What follows belongs to an exercise in optimizing a design on an open flow for small area, a short achievable clock period and few clock cycles; a production flow would make more cautious choices.
Only simulation tests tie the RTL to the original design; equivalence was not proved.
No activity file was given, so power comes from the tool's default toggle rates.

## fp_mult
module fp_mult(A, B, clk, reset, C, done, flow);
    input [31:0] A, B;
    input clk;
    input reset;
    output [31:0] C;
    output done;
    output [1:0] flow;
    wire be0_one = B[0] ^ 1'b0;
    wire be0_two = (B[1] & ~B[0] & ~1'b0) | (~B[1] & B[0] & 1'b0);
    wire be0_neg = B[1];
    wire be0_x0 = (A[0] ^ B[1]);
    wire be0_x1 = (A[1] ^ B[1]);
    wire be0_x2 = (A[2] ^ B[1]);
    wire be0_x3 = (A[3] ^ B[1]);
    wire be0_x4 = (A[4] ^ B[1]);
    wire be0_x5 = (A[5] ^ B[1]);
    wire be0_x6 = (A[6] ^ B[1]);
    wire be0_x7 = (A[7] ^ B[1]);
    wire be0_x8 = (A[8] ^ B[1]);
    wire be0_x9 = (A[9] ^ B[1]);
    wire be0_x10 = (A[10] ^ B[1]);
    wire be0_x11 = (A[11] ^ B[1]);
    wire be0_x12 = (A[12] ^ B[1]);
    wire be0_x13 = (A[13] ^ B[1]);
    wire be0_x14 = (A[14] ^ B[1]);
    wire be0_x15 = (A[15] ^ B[1]);
    wire be0_x16 = (A[16] ^ B[1]);
    wire be0_x17 = (A[17] ^ B[1]);
    wire be0_x18 = (A[18] ^ B[1]);
  ...
Size: ~100 I/O pins, ~19000 sq um of cells after synthesis.
Settings: LEC_CHECK=0, ABC_AREA=1, ABC_CLOCK_PERIOD_IN_PS=3000, CAP_MARGIN=20, CORE_MARGIN=2, CORE_UTILIZATION=40, SLEW_MARGIN=20, SYNTH_HIERARCHICAL=1; clock period 5.0 ns.
standard.sh (not shown) runs the stock make flow with config.mk's settings and CLKGATE_MAP_FILE= SYNTH_SCRIPT=/design/flow/synth_recipe.tcl, a recipe that flattens the netlist after the stock synthesis.
==> flow/flow/run.sh <==
#!/bin/bash
set -o pipefail
export BUFFER_PORTS_ARGS="-buffer_cell sky130_fd_sc_hd__buf_4"
bash standard.sh > standard.log 2>&1
The starting point finished with timing, DRC and antenna clean.
Testbench counts at the start, summed over its fixed seeds: cycles 2,400.
Change:
- ABC_CLOCK_PERIOD_IN_PS: 3000 -> unset
- CORE_UTILIZATION: 40 -> 50
Result:
- final cell count fell by a few percent
- sequential power rose by a few percent
- power fell slightly
Change:
- CORE_UTILIZATION: 50 -> 60
Global-route usage climbs by 5.7 points. Setup slack got worse by 0.031 ns. Sequential share of layout area barely changes. First-iteration DRC count went up by well over a third. Cell count is lower by a few percent. Routed wire length came out higher slightly. Count of clock-buffer cells in the layout increases by 1. Core utilization came out higher by 11 points.
Change:
- CORE_UTILIZATION: 60 -> 45
The new run produced a clean layout.
Count of clock-buffer cells in the layout came out lower by 1.
Maximum frequency falls by about 1.2%.
Sequential share of layout area fell by 0.12 points.
Cell count goes up by about 5%.
Sequential power stays flat.
Die area came out higher by about 33%.
Global-route usage drops by 9.2 points.
Routed wire length hardly moves.
Design area came out higher by about 1.6%.
Total power increases by 2.9%.
Clock skew does not change.

* * *

fp_mult, a different RTL version from the one above (not shown whole).
For scale: about 2100 cells after synthesis, about 100 I/O pins, ~19000 um2 of cells after synthesis.
==> flow/config.mk <==
export PLATFORM = sky130hd
export DESIGN_NAME = fp_mult
export DESIGN_NICKNAME = fp_mult
export VERILOG_FILES = /design/flow/design.v
export SDC_FILE = /design/flow/constraint.sdc
export NUM_CORES = 4
export LEC_CHECK = 0
export ABC_AREA = 1
export CAP_MARGIN = 20
export CORE_MARGIN = 2
export CORE_UTILIZATION = 40
export SETUP_SLACK_MARGIN = 0.3
export SLEW_MARGIN = 20
export SYNTH_HIERARCHICAL = 1
==> flow/constraint.sdc <==
create_clock -name core_clock -period 5.0 [get_ports {clk}]
set_input_delay 1.0000 -clock core_clock [delete_from_list [all_inputs] [get_ports {clk}]]
set_output_delay 1.0000 -clock core_clock [all_outputs]
set_load 0.01 [all_outputs]
run.sh (not shown) runs the stock make flow with config.mk's settings and CLKGATE_MAP_FILE= SYNTH_SCRIPT=/design/flow/synth_recipe.tcl, a recipe that flattens the netlist after the stock synthesis.
Stock flow here: none of the scripts above is used.
Testbench counts at the start, summed over its fixed seeds: cycles 2,400.
Then changed:
==> flow/flow/run.sh (new file) <==
#!/bin/bash
set -o pipefail
export BUFFER_PORTS_ARGS="-buffer_cell sky130_fd_sc_hd__buf_4"
bash standard.sh > standard.log 2>&1
==> flow/standard.sh (new file) <==
#!/bin/bash
# synth_recipe.tcl (not shown) runs the flow's synth.tcl, then flattens the netlist and writes it again
# the make line also repeats each setting of config.mk as NAME=value (left out here)
make -C /OpenROAD-flow-scripts/flow DESIGN_CONFIG=/design/flow/config.mk WORK_HOME=/design/flow/orfs CLKGATE_MAP_FILE= SYNTH_SCRIPT=/design/flow/synth_recipe.tcl "${@:-finish}"
--- a/flow/config.mk
+++ b/flow/config.mk
@@ -12 +11,0 @@
-export SETUP_SLACK_MARGIN = 0.3
removed: flow/run.sh
The new run completed without violations.
Routed wire length climbs by a few percent.
Setup slack loses 76 ps.
First-iteration DRC count climbs by about a fifth.
Core utilization drops by 3.4 points.
Fmax drops slightly.
Flip-flop and latch count is unchanged.
Synthesized area stays the same.
Worst hold slack loses 340 ps.
Via count drops slightly.
Critical path depth drops by 1.

## static timing again, ports no longer ideal
No port has a modelled driver above. Below, the same layouts with a new extraction and two added sets of constraints.
Step 1 assumes that a clkbuf_16 drives the clock port and a buf_2 every other input.
Step 2 times the ports against the registers' clock, not the clock port: input delays grow and output delays shrink by t, the midpoint of the rising clock arrivals with the driver on.
a / b / c = ideal ports / drivers / drivers and shift; a / b = the first two.
| run | t, ns | slack for setup (ns) | worst hold slack (ns) | worst register clock-pin slew, ns | worst data-port slew with drivers (ns) |
|---|---|---|---|---|---|
| the first run of note 1 | 0.413 | 0.304 / 0.247 / -0.037 | 0.449 / 0.449 / 0.449 | 0.07 / 0.07 | 0.08 |
| the second run of note 1 | 0.409 | 0.313 / 0.280 / -0.062 | 0.448 / 0.448 / 0.448 | 0.07 / 0.07 | 0.05 |
| the third run of note 1 | 0.409 | 0.282 / 0.230 / -0.127 | 0.449 / 0.449 / 0.449 | 0.07 / 0.07 | 0.06 |
| the fourth run of note 1 | 0.404 | 0.224 / 0.195 / -0.149 | 0.452 / 0.452 / 0.452 | 0.08 / 0.08 | 0.05 |
| the first run of note 2 | 0.430 | 0.174 / 0.119 / -0.066 | 1.248 / 1.214 / 1.595 | 0.07 / 0.07 | 0.11 |
| the second run of note 2 | 0.421 | 0.097 / 0.041 / -0.240 | 0.909 / 0.886 / 1.308 | 0.07 / 0.07 | 0.16 |
Met with ideal ports but missed after step 2: setup timing in every run listed. The setup slack of the third run of note 1, which loses most, moves by -0.052 ns with the drivers and by -0.409 ns with both steps.
